This is an optimization exercise on Yosys and OpenROAD, whose aim is small area, not a production implementation.
Only simulation tests tie the RTL to the original design; equivalence was not proved.
The clock input has no modelled driver; a real chip could not lean on it and would need a root buffer or a full tree.
Power is estimated from default activity; no workload was simulated.

## video
module video(input clk, reset,
             input [1:0] pixelmem_data,
             output [16:0] pixelmem_address,
             output reg [1:0] dacout);
reg [9:0]  k;
reg [10:0] h;
reg [10:0] kc;
reg [11:0] hc;
reg [9:0]  k_inc;
reg [10:0] h_inc;
integer j;
wire last   = h[10] & h[7] & (h[6] | (h[5] & h[4]));       
wire h1224  = h[10] & h[7] & h[6] & h[3];                 
wire blank  = last & ~h1224;     
wire vis    = ~blank;
wire vsync  = last & (h[6] | h[3] | h[2] | (h[1] & h[0]));  
wire a1i    = k[9] & (~k[8] | (~k[7] & ~k[6]));            
wire a1     = a1i | (~k[9] & kc[7]);                        
wire act    = k[9] | kc[7] | ~(k[7] | k[3] | k[2] | k[1]);  
wire hs     = ~k[9] & ((k[8] & ~k[6]) |
                       (k[6] & ~(k[5] | k[4] | k[3] | k[2])));  
wire at_end = ~k[9] & ~k[8] & kc[4];                       
wire wrap   = vis & a1 & last;            
wire inc    = (vis & a1i & kc[6]) | (last & at_end);
wire lowon  = vis & a1i;                  
  ...
For scale: about 23 I/O pins.
==> module video, before the edit <==
module video(input clk, reset,
             input [1:0] pixelmem_data,
             output [16:0] pixelmem_address,
             output reg [1:0] dacout);
reg [9:0]  k;
reg [10:0] h;
reg [10:0] kc;
reg [11:0] hc;
reg [9:0]  k_inc;
reg [10:0] h_inc;
integer j;
wire last   = h[10] & h[7] & (h[6] | (h[5] & h[4]));       
wire h1224  = h[10] & h[7] & h[6] & h[3];                 
wire blank  = last & ~h1224;     
wire vis    = ~blank;
wire vsync  = last & (h[6] | h[3] | h[2] | (h[1] & h[0]));  
wire a1i    = k[9] & (~k[8] | (~k[7] & ~k[6]));            
wire a1     = a1i | (~k[9] & kc[7]);                        
wire act    = k[9] | kc[7] | ~(k[7] | k[3] | k[2] | k[1]);  
wire hs     = ~k[9] & ((k[8] & ~k[6]) |
                       (k[6] & ~(k[5] | k[4] | k[3] | k[2])));  
wire at_end = ~k[9] & ~k[8] & kc[4];                       
wire wrap   = vis & a1 & last;            
wire inc    = (vis & a1i & kc[6]) | (last & at_end);
wire lowon  = vis & a1i;                  
assign pixelmem_address = {h[10:7], h[6] & ~last, h[5:4] | {2{last}},
                           h[3:0] & {4{~last}}, k[5:0] & {6{lowon}}};
always @* begin
    kc[0] = 1'b1;
    for (j = 0; j < 10; j = j + 1) begin
        k_inc[j] = k[j] ^ kc[j];
        kc[j+1] = kc[j] & k[j];
    end
    hc[0] = inc;
    for (j = 0; j < 11; j = j + 1) begin
        h_inc[j] = h[j] ^ hc[j];
        hc[j+1] = hc[j] & h[j];
    end
end
always @(posedge clk) begin
    if (reset) begin
        k <= 10'd405;
        h <= 11'd0;
        dacout <= 2'b00;
    end else begin
        k <= k_inc | {1'b0, at_end, at_end, 4'b0, at_end, 1'b0, at_end};
        h <= h_inc & ~{wrap, 2'b00, wrap, wrap, 2'b00, wrap, 3'b000};
        dacout[1] <= vis & a1 & pixelmem_data[1];
        dacout[0] <= (vis & a1) ? pixelmem_data[0] : ~(hs | (act & vsync));
    end
end
endmodule
export LEC_CHECK = 0
export ABC_AREA = 1
export CAP_MARGIN = 20
export CORE_AREA = 2.76 2.72 72.22 72.08
export DIE_AREA = 0 0 75 75
export GPL_TIMING_DRIVEN = 0
export PLACE_DENSITY = 0.9
export SLEW_MARGIN = 20
create_clock -name core_clock -period 5.0 [get_ports {clk}]
standard.sh (not shown) runs the stock make flow with config.mk's settings and CLKGATE_MAP_FILE= SYNTH_SCRIPT=/design/flow/synth_recipe.tcl, a recipe that flattens the netlist after the stock synthesis.
==> flow/flow/run.sh <==
#!/bin/bash
# Own layout flow: the standard flow (standard synthesis unchanged) with
#  - the synthesized logic re-mapped for area before the floorplan
#    (pre_floorplan.tcl, run as ORFS's PRE_FLOORPLAN_TCL hook),
#  - the smallest buffer (buf_1) on every input and output port,
#  - a few clock buffers from the clock port to the registers instead of
#    TritonCTS's H-tree (cts_single.tcl, run as the PRE_CTS_TCL hook).
# Each ORFS step writes its full log under orfs/logs; make's own output goes
# to standard_flow.log here.
set -euo pipefail
F="$(cd "$(dirname "$0")" && pwd)"
export BUFFER_PORTS_ARGS="-buffer_cell sky130_fd_sc_hd__buf_1"
export PRE_FLOORPLAN_TCL="$F/pre_floorplan.tcl"
export PRE_CTS_TCL="$F/cts_single.tcl"
export CLOCK_BUFFER_CELL="${CLOCK_BUFFER_CELL:-sky130_fd_sc_hd__buf_4}"
export CLOCK_BUFFER_COUNT="${CLOCK_BUFFER_COUNT:-2}"
bash standard.sh finish > standard_flow.log 2>&1
Other scripts of this flow, unchanged in this note and not shown: flow/flow/cts_single.tcl, flow/flow/filter_lib.py, flow/flow/pre_floorplan.tcl
Edit:
--- a/flow/design.v
+++ b/flow/design.v
@@ -7,25 +7,24 @@
 reg [10:0] kc;
 reg [11:0] hc;
 reg [9:0]  k_inc;
 reg [10:0] h_inc;
 integer j;
 wire last   = h[10] & h[7] & (h[6] | (h[5] & h[4]));       
-wire h1224  = h[10] & h[7] & h[6] & h[3];                 
-wire blank  = last & ~h1224;     
+wire blank  = last & ((~h[6] & (h[3] | h[2] | h[1] | h[0])) | (h[6] & ~h[3]));  
 wire vis    = ~blank;
-wire vsync  = last & (h[6] | h[3] | h[2] | (h[1] & h[0]));  
+wire vsync  = last & ((~h[6] & (h[3] | h[2] | (h[1] & h[0]))) | (h[6] & ~h[3]));  
 wire a1i    = k[9] & (~k[8] | (~k[7] & ~k[6]));            
 wire a1     = a1i | (~k[9] & kc[7]);                        
 wire act    = k[9] | kc[7] | ~(k[7] | k[3] | k[2] | k[1]);  
 wire hs     = ~k[9] & ((k[8] & ~k[6]) |
                        (k[6] & ~(k[5] | k[4] | k[3] | k[2])));  
 wire at_end = ~k[9] & ~k[8] & kc[4];                       
 wire wrap   = vis & a1 & last;            
-wire inc    = (vis & a1i & kc[6]) | (last & at_end);
-wire lowon  = vis & a1i;                  
+wire inc    = (~last & a1i & kc[6]) | (last & at_end);
+wire lowon  = ~last & a1i;                  
 assign pixelmem_address = {h[10:7], h[6] & ~last, h[5:4] | {2{last}},
                            h[3:0] & {4{~last}}, k[5:0] & {6{lowon}}};
 always @* begin
     kc[0] = 1'b1;
     for (j = 0; j < 10; j = j + 1) begin
         k_inc[j] = k[j] ^ kc[j];
What happened: Via count is about the same. Setup slack is worse by 0.011 ns. Sequential share of layout area decreases by 0.43 points. Final area came out higher by 1.1%. Clock power barely changes. Core utilization increases by 0.26 points. Clock skew increases by 0.0077 ns. Die area is unchanged.
In every run of this note, the design's own scripts or RTL, not TritonCTS, make the clock network.

==> re-timing with driven ports <==
How much do the figures lean on ideal ports? The routed layouts below were timed once more, with nothing changed but the port constraints. Step 1, drivers: a clkbuf_16 drives clk and a buf_2 each remaining input, both assumed. Step 2 moves the port delays by t, midway between the first and last clock arrival at a register: inputs arrive t later, outputs are due t later. That takes back most of the time a late clock gives input paths. Three values: ideal, step 1, step 2; two values: the first two.
run	t, ns	slack for setup (ns)	worst setup path after step 2	latest minus earliest clock arrival (ns)	cell pins on the clock port's net
the first run	0.171	1.540 / 1.540 / 1.540	register to register	0.001 / 0.000	2
the second run	0.172	1.529 / 1.529 / 1.529	register to register	0.009 / 0.008	2
After both steps every run listed still meets setup and hold.
